From an optimization exercise on the open Yosys and OpenROAD flow, aimed at small area, a short achievable clock period and few clock cycles; shortcuts taken in it are not production practice.
The RTL was checked by simulation tests, not by an equivalence proof against the original design.
The clock input has no modelled driver; a real chip could not lean on it and would need a root buffer or a full tree.
Power and IR drop assume default switching activity.

== v6 ==
Design HT_TOP, start of the top module:
module HT_TOP(
    input clk,
    input rst_n,
    input in_valid,
    input [2:0] in_weight,
    input out_mode,
    output reg out_valid,
    output reg out_code
);
function [3:0] add3(input [2:0] a, input [2:0] b);
    reg [2:0] g, p; reg [3:0] c;
    begin
        g = a & b; p = a ^ b;
        c[0] = 1'b0;
        c[1] = g[0];
        c[2] = g[1] | (p[1] & g[0]);
        c[3] = g[2] | (p[2] & g[1]) | (p[2] & p[1] & g[0]);
        add3 = {c[3], p ^ c[2:0]};
    end
endfunction
function [5:0] add6(input [5:0] a, input [5:0] b);
    reg [5:0] g, p, c;
    begin
        g = a & b; p = a ^ b;
        c[0] = 1'b0;
        c[1] = g[0];
        c[2] = g[1] | (p[1] & g[0]);
        c[3] = g[2] | (p[2] & g[1]) | (p[2] & p[1] & g[0]);
        c[4] = g[3] | (p[3] & g[2]) | (p[3] & p[2] & g[1]) | (p[3] & p[2] & p[1] & g[0]);
        c[5] = g[4] | (p[4] & g[3]) | (p[4] & p[3] & g[2]) | (p[4] & p[3] & p[2] & g[1])
  ...
export LEC_CHECK = 0
export ABC_AREA = 1
export CAP_MARGIN = 20
export CORE_MARGIN = 2
export CORE_UTILIZATION = 40
export SETUP_SLACK_MARGIN = 3.9
export SLEW_MARGIN = 20
create_clock -name core_clock -period 6.0 [get_ports {clk}]
standard.sh (not shown) runs the stock make flow with config.mk's settings and CLKGATE_MAP_FILE= SYNTH_SCRIPT=/design/flow/synth_recipe.tcl, a recipe that flattens the netlist after the stock synthesis.
==> flow/flow/run.sh <==
#!/bin/bash
# Own flow: the standard layout, with a hook after CTS that replaces the
# clock tree by four clkbuf_16 fed by the clock port (flow/reclk.tcl).
set -euo pipefail
W=$(pwd)
export FLOW_FLOW_DIR="$W/flow"
export POST_CTS_TCL="$W/flow/post_cts.tcl"
bash standard.sh finish > "$W/standard_flow.log" 2>&1
Other scripts of this flow, unchanged in this note and not shown: flow/flow/post_cts.tcl, flow/flow/reclk.tcl
Testbench counts of v6, summed over its fixed seeds: cycles 17,157.
Input-level comparison between v7 and v6:
-- flow/design.v --
<<< v6, line 130
                             : (c[3] ? s_m_a : s_m_b);
wire [7:0] selA, selB;
wire [10:0] dA [0:7];
wire [10:0] dB [0:7];
wire [10:0] dN = {nm, nw};
generate
>>> v7, line 130
                             : (c[3] ? s_m_a : s_m_b);
wire [7:0] selA, selB;
wire [10:0] dN = {nm, nw};
generate
<<< v6, line 137
        assign selA[g] = in_phase ? st[g] : (g > 0 ? c[g+1] : 1'b0);
        assign selB[g] = in_phase ? st[g+1] : c[g+2];
        assign dA[g] = in_phase ? {mx[g], wx[g]} : {mx[g+1], wx[g+1]};
        assign dB[g] = in_phase ? {mx[g+1], wx[g+1]} : {mx[g+2], wx[g+2]};
        wire [10:0] nxt = ({11{selA[g]}} & dA[g]) | ({11{~selA[g] & selB[g]}} & dN)
                        | ({11{~selB[g]}} & dB[g]);
        always @(posedge clk) begin
            w[g] <= nxt[5:0];
>>> v7, line 135
        assign selA[g] = in_phase ? st[g] : (g > 0 ? c[g+1] : 1'b0);
        assign selB[g] = in_phase ? st[g+1] : c[g+2];
        wire s0 = in_phase & selA[g];
        wire s1 = in_phase ? ~selB[g] : selA[g];
        wire s2 = ~in_phase & ~selB[g];
        wire sn = ~selA[g] & selB[g];
        wire [10:0] nxt = ({11{s0}} & {mx[g], wx[g]}) | ({11{s1}} & {mx[g+1], wx[g+1]})
                        | ({11{s2}} & {mx[g+2], wx[g+2]}) | ({11{sn}} & dN);
        always @(posedge clk) begin
            w[g] <= nxt[5:0];
## What came out
Relative to v6, portion of total power attributed to combinational logic has decreased by 2.6 points in v7. v7 against v6: worst hold margin went down; clock group total power higher; via count went down 165; clock skew went up 0.0041 ns; minimum clock period after layout saw a decrease. Re count of sequential standard cells: no difference whatsoever between v6 and v7. Taking v6 as the reference, in v7 internal power consumption went down; overall power after layout went down. Against v6 as the reference, v7 delivers a lower layout-stage area growth over the synthesis result. For the final cell count, v7 came in about 5% lower than v6 did. Diff v7 and v6: global-route usage higher in v7. Summary: with v6 as the reference, cell area after layout in v7 moved down by a few percent.
Testbench counts of v7, summed over its fixed seeds: cycles 17,157.
No run of this note takes its clock network from TritonCTS; it comes from the design's own scripts or RTL.

[separate check: timing with driven ports]
In the flow no input, the clock included, has a driving cell. The finished layouts below were timed again as built, in two steps.
Step 1 (the two cells are an assumption about what drives the block):
set clk [get_ports {clk}]
set_driving_cell -lib_cell sky130_fd_sc_hd__clkbuf_16 $clk
set_driving_cell -lib_cell sky130_fd_sc_hd__buf_2 [delete_from_list [all_inputs] $clk]
Step 2 moves the port delays by t, midway between the first and last clock arrival at a register: inputs arrive t later, outputs are due t later. That takes back most of the time a late clock gives input paths.
a / b / c = no drivers / after step 1 / after step 2; a / b = the first two.
run	t, ns	slack for setup (ns)	worst setup path at the end	worst register clock-pin slew, ns	pins driven straight from the clock port
v6	0.325	3.984 / 3.942 / 3.880	input to register	0.09 / 0.09	4
v7	0.324	3.998 / 3.949 / 3.876	input to register	0.09 / 0.09	4
After both steps setup and hold are still met in every run listed. For v7, which loses most, drivers alone change the setup slack by -0.049 ns; drivers and shift together by -0.122 ns.
